What follows belongs to an exercise in optimizing a design on an open flow for small area; a production flow would make more cautious choices. The RTL was checked by simulation tests, not by an equivalence proof against the original design. Power and IR drop assume default switching activity. The clock port is modelled as an ideal driver; clocking choices that lean on that would not hold on a real chip.

Setup of beta:
## Hough
module Hough(
	input wire			nReset,
	input wire			Clk,
	input wire 	[7:0]	PixelIn,
	input wire			FrameIn,
	input wire			LineIn,
	output reg	[7:0]	PixelOut,
	output reg			FrameOut,
	output reg			LineOut
);
make LEC_CHECK=0 CAP_MARGIN=20 CORE_MARGIN=2 CORE_UTILIZATION=30 CTS_BUF_LIST=sky130_fd_sc_hd__clkbuf_16 CTS_CLUSTER_DIAMETER=80 CTS_CLUSTER_SIZE=25 GPL_TIMING_DRIVEN=0 SLEW_MARGIN=20 SYNTH_HIERARCHICAL=1 finish   # period 10.0 ns
run.sh (not shown) runs the stock make flow with config.mk's settings and CLKGATE_MAP_FILE= SYNTH_SCRIPT=/design/flow/synth_recipe.tcl, a recipe that flattens the netlist after the stock synthesis.
[inputs] epsilon vs beta
- a change of CTS_CLUSTER_SIZE from 25 to 30
- a deleted GPL_TIMING_DRIVEN that had been 0
- a change of CTS_CLUSTER_DIAMETER from 80 to 100
- a change of CORE_UTILIZATION from 30 to 50
Results
Sequential share of layout area ends up higher on epsilon.
[epsilon] combined buffer and inverter count along the critical path fell 2 relative to beta
Clock buffer count: epsilon and beta compared, lower one is epsilon
For epsilon, the origin of the worst setup path was Wm1[4]$_DFFE_PP_, unlike beta, where it was Wm1[2]$_DFFE_PP_.
Delta (epsilon minus beta): met3 wire length now larger, initial cell density of the core now larger.

Hough, a different RTL version from the one above (not shown whole).
Size: roughly 1200 cells after synthesis, about 730 flip-flops, ~22 I/O pins, about 19000 µm² of cells after synthesis.
==> flow/config.mk <==
export PLATFORM = sky130hd
export DESIGN_NAME = Hough
export DESIGN_NICKNAME = Hough
export VERILOG_FILES = /design/flow/design.v
export SDC_FILE = /design/flow/constraint.sdc
export NUM_CORES = 8
export LEC_CHECK = 0
export CAP_MARGIN = 20
export CORE_MARGIN = 2
export CORE_UTILIZATION = 30
export CTS_BUF_LIST = sky130_fd_sc_hd__clkbuf_16
export CTS_CLUSTER_DIAMETER = 100
export CTS_CLUSTER_SIZE = 30
export SLEW_MARGIN = 20
export SYNTH_HIERARCHICAL = 1
==> flow/constraint.sdc <==
create_clock -name core_clock -period 10.0 [get_ports {Clk}]
set_input_delay 2.0000 -clock core_clock [delete_from_list [all_inputs] [get_ports {Clk}]]
set_output_delay 2.0000 -clock core_clock [all_outputs]
set_load 0.01 [all_outputs]
The baseline completed with no timing, DRC or antenna violations.
Edit:
==> flow/flow/run.sh (new file) <==
#!/bin/bash
# Own layout flow: the standard flow (standard.sh) with a clock tree
# built without dummy loads, small port buffers, and timing-driven
# placement that does not keep its trial buffering, and gates off the
# critical paths down-sized after global routing (flow/post_grt.tcl).

set -euo pipefail
export CTS_ARGS="-sink_clustering_enable -repair_clock_nets -dont_use_dummy_load -sink_clustering_size 30 -sink_clustering_max_diameter 100 -buf_list sky130_fd_sc_hd__clkbuf_16"
export GPL_KEEP_OVERFLOW=0
export BUFFER_PORTS_ARGS="-buffer_cell sky130_fd_sc_hd__buf_1"
export POST_GLOBAL_ROUTE_TCL="$PWD/flow/post_grt.tcl"
bash standard.sh > standard.log 2>&1
==> flow/flow/post_grt.tcl (new file) <==
# After global routing: down-size gates that are off the critical paths,
# then repair slew and capacitance again and route the changed nets.
global_route -start_incremental
repair_timing -recover_power 100 -verbose
repair_design -slew_margin 20 -cap_margin 20 -verbose
detailed_placement
global_route -end_incremental
estimate_parasitics -global_routing
report_worst_slack
report_check_types -max_slew -max_capacitance -violators
==> flow/standard.sh (new file) <==
#!/bin/bash
# synth_recipe.tcl (not shown) runs the flow's synth.tcl, then flattens the netlist and writes it again
# the make line also repeats each setting of config.mk as NAME=value (left out here)
make -C /OpenROAD-flow-scripts/flow DESIGN_CONFIG=/design/flow/config.mk WORK_HOME=/design/flow/orfs CLKGATE_MAP_FILE= SYNTH_SCRIPT=/design/flow/synth_recipe.tcl "${@:-finish}"
removed: flow/run.sh
The new run finished with timing, DRC and antenna clean; final area shrinks slightly; global-route usage grows by 0.23 points; combinational power shrinks by a little under a tenth; via count shrinks slightly; routed wire length grows by a few percent; total power shrinks slightly; register-to-register slack degrades by 0.34 ns; setup slack degrades by 0.34 ns; maximum frequency shrinks by a few percent.
Edit:
==> flow/flow/run.sh (replaced) <==
#!/bin/bash
# Own layout flow: the standard flow (standard.sh) with a clock tree
# built without dummy loads, small port buffers, and timing-driven
# placement that does not keep its trial buffering.

set -euo pipefail
export CTS_ARGS="-sink_clustering_enable -repair_clock_nets -dont_use_dummy_load -sink_clustering_size 34 -sink_clustering_max_diameter 100 -buf_list sky130_fd_sc_hd__clkbuf_16"
export GPL_KEEP_OVERFLOW=0
export BUFFER_PORTS_ARGS="-buffer_cell sky130_fd_sc_hd__buf_1"
bash standard.sh > standard.log 2>&1
removed: flow/flow/post_grt.tcl
Register-to-register slack gets worse by 0.02 ns.
Total power shrinks by 0.86%.
Clock skew is higher by 0.051 ns.
Edit:
--- a/flow/flow/run.sh
+++ b/flow/flow/run.sh
@@ -7 +7 @@
-export CTS_ARGS="-sink_clustering_enable -repair_clock_nets -dont_use_dummy_load -sink_clustering_size 34 -sink_clustering_max_diameter 100 -buf_list sky130_fd_sc_hd__clkbuf_16"
+export CTS_ARGS="-sink_clustering_enable -repair_clock_nets -dont_use_dummy_load -sink_clustering_size 30 -sink_clustering_max_diameter 100 -buf_list sky130_fd_sc_hd__clkbuf_16"
- CORE_UTILIZATION: 30 -> 45
Cell count went down by about a fifth. Wire length went down by a few percent. Synthesized area is unchanged. Via count went down slightly. Register-to-register slack loses 0.19 ns. Design area went down slightly. Clock power is about the same. Die area went down by a quarter to a third.

Hough, a different RTL version from the one above (not shown whole).
Size: about 1200 cells after synthesis, ~730 flip-flops.
==> flow/config.mk <==
export PLATFORM = sky130hd
export DESIGN_NAME = Hough
export DESIGN_NICKNAME = Hough
export VERILOG_FILES = /design/flow/design.v
export SDC_FILE = /design/flow/constraint.sdc
export NUM_CORES = 8
export LEC_CHECK = 0
export CAP_MARGIN = 20
export CORE_MARGIN = 2
export CORE_UTILIZATION = 45
export SLEW_MARGIN = 20
export SYNTH_HIERARCHICAL = 1
==> flow/constraint.sdc <==
create_clock -name core_clock -period 10.0 [get_ports {Clk}]
set_input_delay 2.0000 -clock core_clock [delete_from_list [all_inputs] [get_ports {Clk}]]
set_output_delay 2.0000 -clock core_clock [all_outputs]
set_load 0.01 [all_outputs]
standard.sh (not shown) runs the stock make flow with config.mk's settings and CLKGATE_MAP_FILE= SYNTH_SCRIPT=/design/flow/synth_recipe.tcl, a recipe that flattens the netlist after the stock synthesis.
==> flow/flow/run.sh <==
#!/bin/bash
# Own layout flow: the standard flow (standard.sh) with a clock tree
# built without dummy loads, small port buffers, and timing-driven
# placement that does not keep its trial buffering.

set -euo pipefail
export CTS_ARGS="-sink_clustering_enable -repair_clock_nets -dont_use_dummy_load -sink_clustering_size 34 -sink_clustering_max_diameter 100 -buf_list sky130_fd_sc_hd__clkbuf_16"
export GPL_KEEP_OVERFLOW=0
export BUFFER_PORTS_ARGS="-buffer_cell sky130_fd_sc_hd__buf_1"
bash standard.sh > standard.log 2>&1
Edit:
Settings changed: CORE_UTILIZATION 45 to 55, CTS_BUF_LIST set to sky130_fd_sc_hd__clkbuf_16, CTS_CLUSTER_DIAMETER set to 100, CTS_CLUSTER_SIZE set to 30.
After rerunning: Final area stays flat; area after synthesis stays the same; routed wire length climbs by 4.3%; setup slack gains 0.21 ns; sequential power barely changes; global-route usage climbs by 3.8 points.
Edit:
--- a/flow/flow/run.sh
+++ b/flow/flow/run.sh
@@ -7 +7 @@
-export CTS_ARGS="-sink_clustering_enable -repair_clock_nets -dont_use_dummy_load -sink_clustering_size 34 -sink_clustering_max_diameter 100 -buf_list sky130_fd_sc_hd__clkbuf_16"
+export CTS_ARGS="-sink_clustering_enable -repair_clock_nets -dont_use_dummy_load -sink_clustering_size 32 -sink_clustering_max_diameter 100 -buf_list sky130_fd_sc_hd__clkbuf_16"
Settings changed: CORE_UTILIZATION 55 to 30.
Effect:
- final area increases by 2.2%
- die area increases by 81%
- core utilization decreases by 27 points
- via count hardly moves
- final cell count increases by 24%
- synthesized cell count stays the same
- sequential share of layout area decreases by 1.6 points

Hough with an RTL version that a note above also has.
Size: ~1200 cells after synthesis, roughly 730 flip-flops, about 22 I/O pins, ~0.019 mm^2 of cells after synthesis.
export LEC_CHECK = 0
export CAP_MARGIN = 20
export CORE_MARGIN = 2
export CORE_UTILIZATION = 30
export CTS_BUF_LIST = sky130_fd_sc_hd__clkbuf_16
export CTS_CLUSTER_DIAMETER = 100
export CTS_CLUSTER_SIZE = 30
export PLACE_DENSITY = 0.75
export SLEW_MARGIN = 20
export SYNTH_HIERARCHICAL = 1
create_clock -name core_clock -period 10.0 [get_ports {Clk}]
==> flow/flow/run.sh <==
#!/bin/bash
# Own layout flow: the standard flow (standard.sh) with a clock tree
# built without dummy loads, small port buffers, and timing-driven
# placement that does not keep its trial buffering.

set -euo pipefail
export CTS_ARGS="-sink_clustering_enable -repair_clock_nets -dont_use_dummy_load -sink_clustering_size 30 -sink_clustering_max_diameter 100 -buf_list sky130_fd_sc_hd__clkbuf_16"
export GPL_KEEP_OVERFLOW=0
export BUFFER_PORTS_ARGS="-buffer_cell sky130_fd_sc_hd__buf_1"
bash standard.sh > standard.log 2>&1
The baseline completed with no timing, DRC or antenna violations.
Then changed:
--- a/flow/flow/run.sh
+++ b/flow/flow/run.sh
@@ -3,2 +3 @@
-# built without dummy loads, small port buffers, and timing-driven
-# placement that does not keep its trial buffering.
+# built without dummy loads and small port buffers
@@ -8 +6,0 @@
-export GPL_KEEP_OVERFLOW=0
--- a/flow/config.mk
+++ b/flow/config.mk
@@ -14 +13,0 @@
-export PLACE_DENSITY = 0.75
Result: The changed run ran to the end with no violations. Synthesized area stays the same. Die area stays the same. Final cell count went up by about 1.1%. Power stays flat. Wire length went up by 1.2%. Worst setup slack gains 0.024 ns. Combinational power stays flat. Final area went up by about 0.6%. Sequential share of layout area went down by 0.45 points. Global-route usage went up by 0.15 points.
Then changed:
--- a/flow/flow/run.sh
+++ b/flow/flow/run.sh
@@ -3 +3,2 @@
-# built without dummy loads and small port buffers
+# built without dummy loads, small port buffers, and timing-driven
+# placement that does not keep its trial buffering.
@@ -6,0 +8 @@
+export GPL_KEEP_OVERFLOW=0
Global-route usage grows by 0.18 points.
Worst hold slack improves by 0.011 ns.
Synthesized area is unchanged.
Power barely changes.
Design area drops by 0.65%.
Flip-flop and latch count does not change.
Wire length goes up by 2.1%.
Non-clock buffer count shrinks by 25.
Via count went down by 0.95%.
Final cell count falls by 1.2%.

RTL: one of the versions met above, not the one the previous note started from.
Size: about 1200 cells after synthesis, about 730 flip-flops, roughly 22 I/O pins, roughly 0.019 mm² of cells after synthesis.
==> flow/config.mk <==
export PLATFORM = sky130hd
export DESIGN_NAME = Hough
export DESIGN_NICKNAME = Hough
export VERILOG_FILES = /design/flow/design.v
export SDC_FILE = /design/flow/constraint.sdc
export NUM_CORES = 8
export LEC_CHECK = 0
export CAP_MARGIN = 20
export CORE_MARGIN = 2
export CORE_UTILIZATION = 45
export SLEW_MARGIN = 20
export SYNTH_HIERARCHICAL = 1
==> flow/constraint.sdc <==
create_clock -name core_clock -period 10.0 [get_ports {Clk}]
set_input_delay 2.0000 -clock core_clock [delete_from_list [all_inputs] [get_ports {Clk}]]
set_output_delay 2.0000 -clock core_clock [all_outputs]
set_load 0.01 [all_outputs]
==> flow/flow/run.sh <==
#!/bin/bash
# Own layout flow: the standard flow (standard.sh) with a clock tree
# built without dummy loads, small port buffers, and timing-driven
# placement that does not keep its trial buffering.

set -euo pipefail
export CTS_ARGS="-sink_clustering_enable -repair_clock_nets -dont_use_dummy_load -sink_clustering_size 36 -sink_clustering_max_diameter 100 -buf_list sky130_fd_sc_hd__clkbuf_16"
export GPL_KEEP_OVERFLOW=0
export BUFFER_PORTS_ARGS="-buffer_cell sky130_fd_sc_hd__buf_1"
bash standard.sh > standard.log 2>&1
Then changed:
--- a/flow/flow/run.sh
+++ b/flow/flow/run.sh
@@ -7 +7 @@
-export CTS_ARGS="-sink_clustering_enable -repair_clock_nets -dont_use_dummy_load -sink_clustering_size 36 -sink_clustering_max_diameter 100 -buf_list sky130_fd_sc_hd__clkbuf_16"
+export CTS_ARGS="-sink_clustering_enable -repair_clock_nets -dont_use_dummy_load -sink_clustering_size 30 -sink_clustering_max_diameter 100 -buf_list sky130_fd_sc_hd__clkbuf_16"
CORE_UTILIZATION = 30   (was 45)
CTS_BUF_LIST = sky130_fd_sc_hd__clkbuf_16   (was not set)
CTS_CLUSTER_DIAMETER = 100   (was not set)
CTS_CLUSTER_SIZE = 30   (was not set)
The changed run produced a clean layout; clock power grows by about 8%; via count grows by 0.54%; cell area grows by 2.5%; clock skew shrinks by 0.050 ns; die area grows by 49%; flip-flop and latch count is unchanged; combinational power shrinks by about 1%.
Then changed:
--- a/flow/flow/run.sh
+++ b/flow/flow/run.sh
@@ -7 +7 @@
-export CTS_ARGS="-sink_clustering_enable -repair_clock_nets -dont_use_dummy_load -sink_clustering_size 30 -sink_clustering_max_diameter 100 -buf_list sky130_fd_sc_hd__clkbuf_16"
+export CTS_ARGS="-sink_clustering_enable -repair_clock_nets -dont_use_dummy_load -sink_clustering_size 32 -sink_clustering_max_diameter 100 -buf_list sky130_fd_sc_hd__clkbuf_16"
CORE_UTILIZATION = 45   (was 30)
CTS_BUF_LIST = not set   (was sky130_fd_sc_hd__clkbuf_16)
CTS_CLUSTER_DIAMETER = not set   (was 100)
CTS_CLUSTER_SIZE = not set   (was 30)
Result:
- cell area went down by a few percent
- power falls slightly
- non-clock buffer count shrinks by 4
Then changed:
--- a/flow/flow/run.sh
+++ b/flow/flow/run.sh
@@ -7 +7 @@
-export CTS_ARGS="-sink_clustering_enable -repair_clock_nets -dont_use_dummy_load -sink_clustering_size 32 -sink_clustering_max_diameter 100 -buf_list sky130_fd_sc_hd__clkbuf_16"
+export CTS_ARGS="-sink_clustering_enable -repair_clock_nets -dont_use_dummy_load -sink_clustering_size 36 -sink_clustering_max_diameter 100 -buf_list sky130_fd_sc_hd__clkbuf_16"
CTS_BUF_LIST = sky130_fd_sc_hd__clkbuf_16   (was not set)
CTS_CLUSTER_DIAMETER = 100   (was not set)
CTS_CLUSTER_SIZE = 30   (was not set)
=> The new run completed with no timing, DRC or antenna violations; wire length fell by 0.60%; clock power shrinks by about 3%; total power drops by 1.0%; cell area hardly moves.

Hough, a different RTL version from the one above (not shown whole).
For scale: ~1,300 cells after synthesis, roughly 730 flip-flops.
clock: 10.0 ns
lec_check: 0
cap_margin: 0
core_margin: 2
core_utilization: 30
cts_buf_list: sky130_fd_sc_hd__clkbuf_16
cts_cluster_diameter: 100
cts_cluster_size: 30
gpl_timing_driven: 0
slew_margin: 0
synth_hierarchical: 1
run.sh (not shown) runs the stock make flow with config.mk's settings and CLKGATE_MAP_FILE= SYNTH_SCRIPT=/design/flow/synth_recipe.tcl, a recipe that flattens the netlist after the stock synthesis.
Stock flow here: none of the scripts above is used.
The starting point finished with timing, DRC and antenna clean.
Rerun with:
Settings changed: GPL_TIMING_DRIVEN 0 to unset.
Result: Register-to-register slack gains 0.16 ns. Utilization came out lower by 0.85 points. Clock skew came out lower by 0.0033 ns. Wire length came out lower by a few percent. Combinational power came out lower by about a fifth. Setup slack gains 0.16 ns. Total power came out lower slightly. Synthesized cell count is unchanged. Die area stays the same.
Rerun with:
==> flow/flow/run.sh (new file) <==
#!/bin/bash
# Own layout flow: the standard flow (standard.sh) with a clock tree
# built without dummy loads and small port buffers

set -euo pipefail
export CTS_ARGS="-sink_clustering_enable -repair_clock_nets -dont_use_dummy_load -sink_clustering_size 30 -sink_clustering_max_diameter 100 -buf_list sky130_fd_sc_hd__clkbuf_16"
export BUFFER_PORTS_ARGS="-buffer_cell sky130_fd_sc_hd__buf_1"
bash standard.sh > standard.log 2>&1
==> flow/standard.sh (new file) <==
#!/bin/bash
# synth_recipe.tcl (not shown) runs the flow's synth.tcl, then flattens the netlist and writes it again
# the make line also repeats each setting of config.mk as NAME=value (left out here)
make -C /OpenROAD-flow-scripts/flow DESIGN_CONFIG=/design/flow/config.mk WORK_HOME=/design/flow/orfs CLKGATE_MAP_FILE= SYNTH_SCRIPT=/design/flow/synth_recipe.tcl "${@:-finish}"
Settings changed: CAP_MARGIN 0 to 20, SLEW_MARGIN 0 to 20.
removed: flow/run.sh
Effect: Sequential power stays flat. Power decreases by about 1%. Die area does not change. Count of clock-buffer cells in the layout does not change. Clock skew increases by 0.035 ns. Routed wire length barely changes.
Rerun with:
==> flow/flow/run.sh (replaced) <==
#!/bin/bash
# Own layout flow: the standard flow (standard.sh) with its own clock
# tree settings (no dummy loads) and small port buffers.
set -euo pipefail
export CTS_ARGS="-sink_clustering_enable -repair_clock_nets -dont_use_dummy_load -sink_clustering_size 20 -sink_clustering_max_diameter 60 -buf_list sky130_fd_sc_hd__clkbuf_8 -root_buf sky130_fd_sc_hd__clkbuf_16"
export BUFFER_PORTS_ARGS="-buffer_cell sky130_fd_sc_hd__buf_1"
bash standard.sh > standard.log 2>&1
Area after synthesis is unchanged.
Setup slack is better by 0.032 ns.
Design area stays the same.
Wire length goes up by 1.7%.
Utilization is unchanged.
Critical path depth is unchanged.
Die area does not change.
Power goes down by 0.33%.
Rerun with:
==> flow/flow/run.sh (replaced) <==
#!/bin/bash
# Own layout flow: the standard flow (standard.sh) with a clock tree
# built without dummy loads, small port buffers and power recovery
# (down-sizing of gates off the critical paths) after global routing.
set -euo pipefail
export CTS_ARGS="-sink_clustering_enable -repair_clock_nets -dont_use_dummy_load -sink_clustering_size 30 -sink_clustering_max_diameter 100 -buf_list sky130_fd_sc_hd__clkbuf_16"
export BUFFER_PORTS_ARGS="-buffer_cell sky130_fd_sc_hd__buf_1"
export RECOVER_POWER=100
bash standard.sh > standard.log 2>&1
After rerunning: The new run ran to the end with violations: capacitance limit, slew limit; global-route usage is lower by 0.23 points; wire length shrinks by 1.6%; power barely changes; sequential share of layout area went up by 0.13 points; cell count drops by 0.86%; core utilization barely changes; synthesized cell count stays the same; clock power is about the same; first-iteration DRC count came out higher by 4.4%; maximum frequency goes down by 0.76%; worst hold slack improves by 0.028 ns.
Rerun with:
==> flow/run.sh (new file) <==
#!/bin/bash
# synth_recipe.tcl (not shown) runs the flow's synth.tcl, then flattens the netlist and writes it again
# the make line also repeats each setting of config.mk as NAME=value (left out here)
make -C /OpenROAD-flow-scripts/flow DESIGN_CONFIG=/design/flow/config.mk WORK_HOME=/design/flow/orfs CLKGATE_MAP_FILE= SYNTH_SCRIPT=/design/flow/synth_recipe.tcl finish
Settings changed: CAP_MARGIN 20 to 10, SLEW_MARGIN 20 to 10.
removed: flow/flow/run.sh
removed: flow/standard.sh
This time the run passed the timing, DRC and antenna checks.
Wire length is about the same.
Power rose slightly.
Cell count is about the same.
Global-route usage stays flat.
Cell area rose slightly.
Die area is unchanged.
Hold slack improved by 0.023 ns.

==> port drivers added, routing unchanged <==
The flow's constraints put no driver on any port. The routed layouts listed below were extracted and timed again, unchanged, in two steps.
Step 1, drivers: a clkbuf_16 drives Clk and a buf_2 each remaining input, both assumed.
Step 2 also shifts input and output timing later by t, the mid clock arrival at the registers, as if the neighbouring blocks saw the same clock.
Slacks: no drivers / after step 1 / after step 2; pairs: no drivers / after step 1.
run	shift t [ns]	setup slack, ns	worst data-port slew with drivers (ns)
beta	0.630	0.324 / 0.324 / 0.324	0.04
epsilon	0.633	0.718 / 0.718 / 0.718	0.04
the first run of note 2	0.655	1.144 / 1.144 / 1.144	0.03
the second run of note 2	0.621	0.800 / 0.800 / 0.800	0.03
the third run of note 2	0.623	0.779 / 0.779 / 0.779	0.03
the fourth run of note 2	0.623	0.588 / 0.588 / 0.588	0.03
the first run of note 3	0.619	0.609 / 0.609 / 0.609	0.03
the second run of note 3	0.607	0.823 / 0.823 / 0.823	0.03
the third run of note 3	0.614	0.829 / 0.829 / 0.829	0.04
the first run of note 4	0.626	1.031 / 1.031 / 1.031	0.04
the second run of note 4	0.629	1.055 / 1.055 / 1.055	0.03
the third run of note 4	0.620	0.811 / 0.811 / 0.811	0.03
the first run of note 5	0.603	0.604 / 0.604 / 0.604	0.03
the second run of note 5	0.615	0.823 / 0.823 / 0.823	0.04
the third run of note 5	0.622	0.623 / 0.623 / 0.623	0.03
the fourth run of note 5	0.603	0.604 / 0.604 / 0.604	0.03
the first run of note 6	0.661	0.353 / 0.353 / 0.353	0.04
the second run of note 6	0.643	0.516 / 0.516 / 0.516	0.04
the third run of note 6	0.629	0.455 / 0.455 / 0.455	0.04
the fourth run of note 6	0.593	0.487 / 0.487 / 0.487	0.04
the fifth run of note 6	0.629	0.415 / 0.415 / 0.415	0.04
the sixth run of note 6	0.643	0.516 / 0.516 / 0.516	0.04
